From an optimization exercise on the open Yosys and OpenROAD flow, aimed at small area, a short achievable clock period and few clock cycles per item; shortcuts taken in it are not production practice. At most, simulation tests tie the RTL to the original design; equivalence was not proved. No activity file was given, so power comes from the tool's default toggle rates.

run A:
// cache_controller
module cache_controller (
    input clock,
    input reset,
    input read,
    input write,
    input [7:0] address,
    input [7:0] writedata,
    input mem_BUSY,
    input [31:0] mem_readdata,
    output reg [7:0] readdata,
    output reg mem_read, mem_write,
    output reg BUSY,
    output reg [5:0] mem_address,
    output reg [31:0] mem_writedata
);
    reg        cache_VALID [7:0];
    reg        cache_DIRTY [7:0];
    reg [2:0]  cache_TAG   [7:0];
    reg [31:0] cache_DATA  [7:0];
    integer i;
    wire [2:0] idx = address[4:2];
    wire       req = read | write;
    wire        VALID = cache_VALID[idx];
    wire        DIRTY = cache_DIRTY[idx];
    wire [2:0]  TAG   = cache_TAG[idx];
    wire [31:0] DATA  = cache_DATA[idx];
    wire        HIT   = VALID && (TAG == address[7:5]);
    reg done;
    wire idle = !(mem_read | mem_write | done);
    wire [2:0] lidx = mem_address[2:0];
    reg  [1:0] bsel;
    reg  [7:0]  cache_byte, mem_byte;
    always @(*) begin
        case (address[1:0])
            2'd0: begin cache_byte = DATA[7:0];   mem_byte = mem_readdata[7:0];   end
            2'd1: begin cache_byte = DATA[15:8];  mem_byte = mem_readdata[15:8];  end
            2'd2: begin cache_byte = DATA[23:16]; mem_byte = mem_readdata[23:16]; end
            default: begin cache_byte = DATA[31:24]; mem_byte = mem_readdata[31:24]; end
        endcase
    end
    wire miss_clean = idle && req && !HIT && !(VALID && DIRTY);
    wire miss_dirty = idle && req && !HIT && VALID && DIRTY;
    always @(posedge clock or posedge reset) begin
        if (reset) begin
            mem_read  <= 1'b0;
            mem_write <= 1'b0;
            done      <= 1'b0;
  ...
clock: 6.0 ns
lec_check: 0
cap_margin: 20
core_margin: 2
core_utilization: 40
place_density: 0.6
setup_slack_margin: 4.0
slew_margin: 20
run.sh (not shown) runs the stock make flow with config.mk's settings and CLKGATE_MAP_FILE= SYNTH_SCRIPT=/design/flow/synth_recipe.tcl, a recipe that flattens the netlist after the stock synthesis.
Run A: done, clean on timing, DRC and antenna
Testbench counts of run A, summed over its fixed seeds: cycles 16,144, requests 4,800.
### run A -> run B
Settings: CTS_BUF_LIST now sky130_fd_sc_hd__clkbuf_8, previously not set; CTS_CLUSTER_DIAMETER now 50, previously not set; PLACE_DENSITY now 0.75, was 0.6; CTS_CLUSTER_SIZE now 15, previously not set; SETUP_SLACK_MARGIN now 3.5, was 4.0; CORE_UTILIZATION now 60, was 40.
==> flow/flow/run.sh (new file) <==
#!/bin/bash
# Standard layout, with the ports buffered by a small plain buffer instead of
# the delay cell buffer_ports picks by default.
cp standard.sh standard_sh_copy.log
export BUFFER_PORTS_ARGS="-buffer_cell sky130_fd_sc_hd__buf_2"
bash standard.sh > standard.log 2>&1
==> flow/standard.sh (new file) <==
#!/bin/bash
# synth_recipe.tcl (not shown) runs the flow's synth.tcl, then flattens the netlist and writes it again
# the make line also repeats each setting of config.mk as NAME=value (left out here)
make -C /OpenROAD-flow-scripts/flow DESIGN_CONFIG=/design/flow/config.mk WORK_HOME=/design/flow/orfs CLKGATE_MAP_FILE= SYNTH_SCRIPT=/design/flow/synth_recipe.tcl "${@:-finish}"
removed: flow/run.sh
==> comparison <==
The run with more routed wire is run A, not run B. Relative to run A, the final weighted congestion in routability-driven placement measured on run B has increased by a few percent. Run B consumes less power than run A does. Between run A and run B, met1 capacity usage during global routing is lower for run A, run B comes in above that. Delta (run B minus run A): non-clock buffer count dropped about 45%, relative slew slack shrank by 15 points, layout clock buffer count shrank by 35%. Post-route worst setup slack: run B better than run A. address[2] as the critical path launch point was reported by run A, and write by run B.
--- input diff run B..run C ---
Settings: a change of SETUP_SLACK_MARGIN from 3.5 to 4.0; a change of PLACE_DENSITY from 0.75 to 0.7; a change of CORE_UTILIZATION from 60 to 55; a deleted CTS_CLUSTER_SIZE that had been 15; a deleted CTS_CLUSTER_DIAMETER that had been 50; a change of CTS_BUF_LIST from sky130_fd_sc_hd__clkbuf_8 to sky130_fd_sc_hd__clkbuf_4 sky130_fd_sc_hd__clkbuf_8.
==> flow/run.sh (new file) <==
#!/bin/bash
# synth_recipe.tcl (not shown) runs the flow's synth.tcl, then flattens the netlist and writes it again
# the make line also repeats each setting of config.mk as NAME=value (left out here)
make -C /OpenROAD-flow-scripts/flow DESIGN_CONFIG=/design/flow/config.mk WORK_HOME=/design/flow/orfs CLKGATE_MAP_FILE= SYNTH_SCRIPT=/design/flow/synth_recipe.tcl finish
removed: flow/flow/run.sh
removed: flow/standard.sh
Relative to run B, met1 routing resource usage after global routing increased by 1.3 points in run C. When run C is measured against run B, its first-iteration DRC count turns out 16% higher. [compare] base=run B new=run C: slew at the pin closest to its max-slew limit down 0.32 ns, final cell count up about 13%. Run C against run B: worst vdd rail ir drop decreased about 13%; achievable frequency decreased 5.1%; placement-stage cell area increased 1100 sq um. Diff run C and run B: final critical path time including I/O delays and setup higher in run C.
### run C -> run D
Settings: an added CTS_CLUSTER_DIAMETER of 50; a change of PLACE_DENSITY from 0.7 to 0.75; a change of CTS_BUF_LIST from sky130_fd_sc_hd__clkbuf_4 sky130_fd_sc_hd__clkbuf_8 to sky130_fd_sc_hd__clkbuf_8; a change of CORE_UTILIZATION from 55 to 60; a change of SETUP_SLACK_MARGIN from 4.0 to 3.5; an added CTS_CLUSTER_SIZE of 15.
==> summary.txt <==
Run D — clock-buffer cell count about 50% lower, run C as reference
Summary of run D over run C: utilization has increased; proportion of cell area occupied by multi-input gates has decreased; number of buffers created by CTS has decreased; wire length reported by the detailed router has decreased.

Another version of the RTL of cache_controller (not shown whole).
For scale: roughly 100 I/O pins, about 14000 µm² of cells after synthesis.
export LEC_CHECK = 0
export CAP_MARGIN = 20
export CORE_MARGIN = 2
export CORE_UTILIZATION = 60
export CTS_BUF_LIST = sky130_fd_sc_hd__clkbuf_16
export CTS_CLUSTER_DIAMETER = 60
export CTS_CLUSTER_SIZE = 25
export PLACE_DENSITY = 0.75
export SETUP_SLACK_MARGIN = 3.65
export SLEW_MARGIN = 20
create_clock -name core_clock -period 6.0 [get_ports {clock}]
standard.sh (not shown) runs the stock make flow with config.mk's settings and CLKGATE_MAP_FILE= SYNTH_SCRIPT=/design/flow/synth_recipe.tcl, a recipe that flattens the netlist after the stock synthesis.
==> flow/flow/run.sh <==
#!/bin/bash
# Standard layout, with the ports buffered by a small plain buffer instead of
# the delay cell buffer_ports picks by default.
cp standard.sh standard_sh_copy.log
export BUFFER_PORTS_ARGS="-buffer_cell sky130_fd_sc_hd__buf_2"
bash standard.sh > standard.log 2>&1
Next try:
CTS_BUF_LIST = sky130_fd_sc_hd__clkbuf_8   (was sky130_fd_sc_hd__clkbuf_16)
CTS_CLUSTER_DIAMETER = 50   (was 60)
CTS_CLUSTER_SIZE = 15   (was 25)
Effect: The new run completed with no timing, DRC or antenna violations. Final area goes down by about 1.2%. Worst setup slack is better by 34 ps. Sequential cell count is unchanged. Area after synthesis stays the same. Routed wire length goes down by 0.34%. Synthesized cell count is unchanged. Maximum frequency goes up by about 1.4%. Hold slack is worse by 8.2 ps.
Function was not checked in any run of this note: the RTL went through the layout flow alone.

Setup of run 1:
The RTL this note starts from:
==> flow/design.v <==
`timescale 1ns/100ps
module cache_controller (
    input clock,
    input reset,
    input read,
    input write,
    input [7:0] address,
    input [7:0] writedata,
    input mem_BUSY,
    input [31:0] mem_readdata,
    output reg [7:0] readdata,
    output reg mem_read, mem_write,
    output reg BUSY,
    output reg [5:0] mem_address,
    output reg [31:0] mem_writedata
);
    reg        cache_VALID [7:0];
    reg        cache_DIRTY [7:0];
    reg [2:0]  cache_TAG   [7:0];
    reg [31:0] cache_DATA  [7:0];
    integer i;
    wire [2:0] idx = address[4:2];
    wire       req = read | write;
    wire        VALID = cache_VALID[idx];
    wire        DIRTY = cache_DIRTY[idx];
    wire [2:0]  TAG   = cache_TAG[idx];
    wire [31:0] DATA  = cache_DATA[idx];
    wire        HIT   = VALID && (TAG == address[7:5]);
    reg done;
    wire idle = !(mem_read | mem_write | done);
    wire [2:0] lidx = mem_address[2:0];
    reg  [1:0] bsel;
    reg        wr;
    reg  [7:0]  cache_byte, mem_byte;
    always @(*) begin
        case (address[1:0])
            2'd0: begin cache_byte = DATA[7:0];   mem_byte = mem_readdata[7:0];   end
            2'd1: begin cache_byte = DATA[15:8];  mem_byte = mem_readdata[15:8];  end
            2'd2: begin cache_byte = DATA[23:16]; mem_byte = mem_readdata[23:16]; end
            default: begin cache_byte = DATA[31:24]; mem_byte = mem_readdata[31:24]; end
        endcase
    end
    wire miss_clean = idle && req && !HIT && !DIRTY;
    wire miss_dirty = idle && req && !HIT && DIRTY;
    always @(posedge clock or posedge reset) begin
        if (reset) begin
            mem_read  <= 1'b0;
            mem_write <= 1'b0;
            done      <= 1'b0;
        end else begin
            mem_read  <= miss_clean | (mem_write & !mem_BUSY) | (mem_read & mem_BUSY);
            mem_write <= miss_dirty | (mem_write & mem_BUSY);
            done      <= (idle & req & HIT) | (mem_read & !mem_BUSY);
        end
    end
    always @(posedge clock) begin
        BUSY <= mem_read ? mem_BUSY : !(idle & HIT);
        readdata <= mem_read ? mem_byte : cache_byte;
        mem_writedata <= DATA;
        bsel <= address[1:0];
        wr <= write;
        mem_address[2:0] <= idx;
        mem_address[5:3] <= ((idle & DIRTY) | (mem_write & mem_BUSY)) ? TAG : address[7:5];
    end
    always @(posedge clock) begin
        if (reset) begin
            for (i = 0; i < 8; i = i + 1) begin
                cache_VALID[i] <= 1'b0;
                cache_DIRTY[i] <= 1'b0;
            end
        end else if (mem_read) begin
            cache_VALID[lidx] <= 1'b1;
            cache_DIRTY[lidx] <= 1'b0;
            cache_TAG[lidx]   <= address[7:5];
        end else if (done && wr) begin
            cache_DIRTY[lidx] <= 1'b1;
        end
    end
    always @(posedge clock) begin
        if (mem_read) begin
            cache_DATA[lidx] <= mem_readdata;
        end else if (done && wr) begin
            case (bsel)
                2'd0: cache_DATA[lidx][7:0]   <= writedata;
                2'd1: cache_DATA[lidx][15:8]  <= writedata;
                2'd2: cache_DATA[lidx][23:16] <= writedata;
                default: cache_DATA[lidx][31:24] <= writedata;
            endcase
        end
    end
endmodule
clock: 6.0 ns
lec_check: 0
abc_area: 1
cap_margin: 20
core_margin: 2
core_utilization: 60
cts_buf_list: sky130_fd_sc_hd__clkbuf_8
cts_cluster_diameter: 50
cts_cluster_size: 15
place_density: 0.75
setup_slack_margin: 3.65
slew_margin: 20
Scripts as last shown in full above: flow/flow/run.sh
Changes in run 2 relative to run 1:
Settings: removing ABC_AREA (formerly 1).
Results
Compared with run 1, run 2 ends up with less cell area.
Global-route track usage on met2, run 1 and run 2, lower one = run 2.
Going from run 1 to run 2, standby leakage power shrinks by 0.00048 uW.
Floorplan check, run 2 vs run 1: die outline smaller in run 2
Run 2 vs. run 1: clock-buffer cell count went up by 1.
Run 2 ends up with a overall power that is 0.35% higher than in run 1.
Run 1 has higher number of cell rows than run 2.
Going from run 1 to run 2, the inserted tap cell count was found to have gone down by about 11%.
No run of this note included a check of the RTL's function; only the layout flow was run.

## port drivers added, routing unchanged
The flow's constraints put no driver on any port. The routed layouts listed below were extracted and timed again, unchanged, in two steps.
Step 1: set_driving_cell puts a clkbuf_16 on clock and a buf_2 on each other input, an assumption about the parent block.
Step 2 times the ports against the registers' clock, not the clock port: input delays grow and output delays shrink by t, the midpoint of the rising clock arrivals with the driver on.
Three values: ideal, step 1, step 2; two values: the first two.
run	shift t [ns]	setup WS [ns]	worst hold slack (ns)	worst register clock-pin slew, ns
run A	0.564	3.441 / 3.200 / 2.636	0.450 / 0.450 / 0.450	0.06 / 0.06
run B	0.625	3.507 / 3.252 / 2.627	0.458 / 0.458 / 0.458	0.10 / 0.10
run C	0.622	3.374 / 3.278 / 2.656	0.451 / 0.451 / 0.451	0.07 / 0.07
run D	0.591	3.449 / 3.123 / 2.531	0.460 / 0.460 / 0.460	0.10 / 0.10
the first run of note 2	0.577	3.595 / 3.268 / 2.691	0.476 / 0.476 / 0.476	0.09 / 0.09
the second run of note 2	0.567	3.629 / 3.247 / 2.680	0.468 / 0.468 / 0.468	0.10 / 0.10
run 1	0.636	3.590 / 3.541 / 3.072	0.468 / 0.468 / 0.468	0.10 / 0.10
run 2	0.643	3.587 / 3.548 / 2.918	0.459 / 0.459 / 0.459	0.10 / 0.10
After both steps every run listed still meets setup and hold. For the second run of note 2, which loses most, drivers alone change the setup slack by -0.382 ns; drivers and shift together by -0.949 ns.
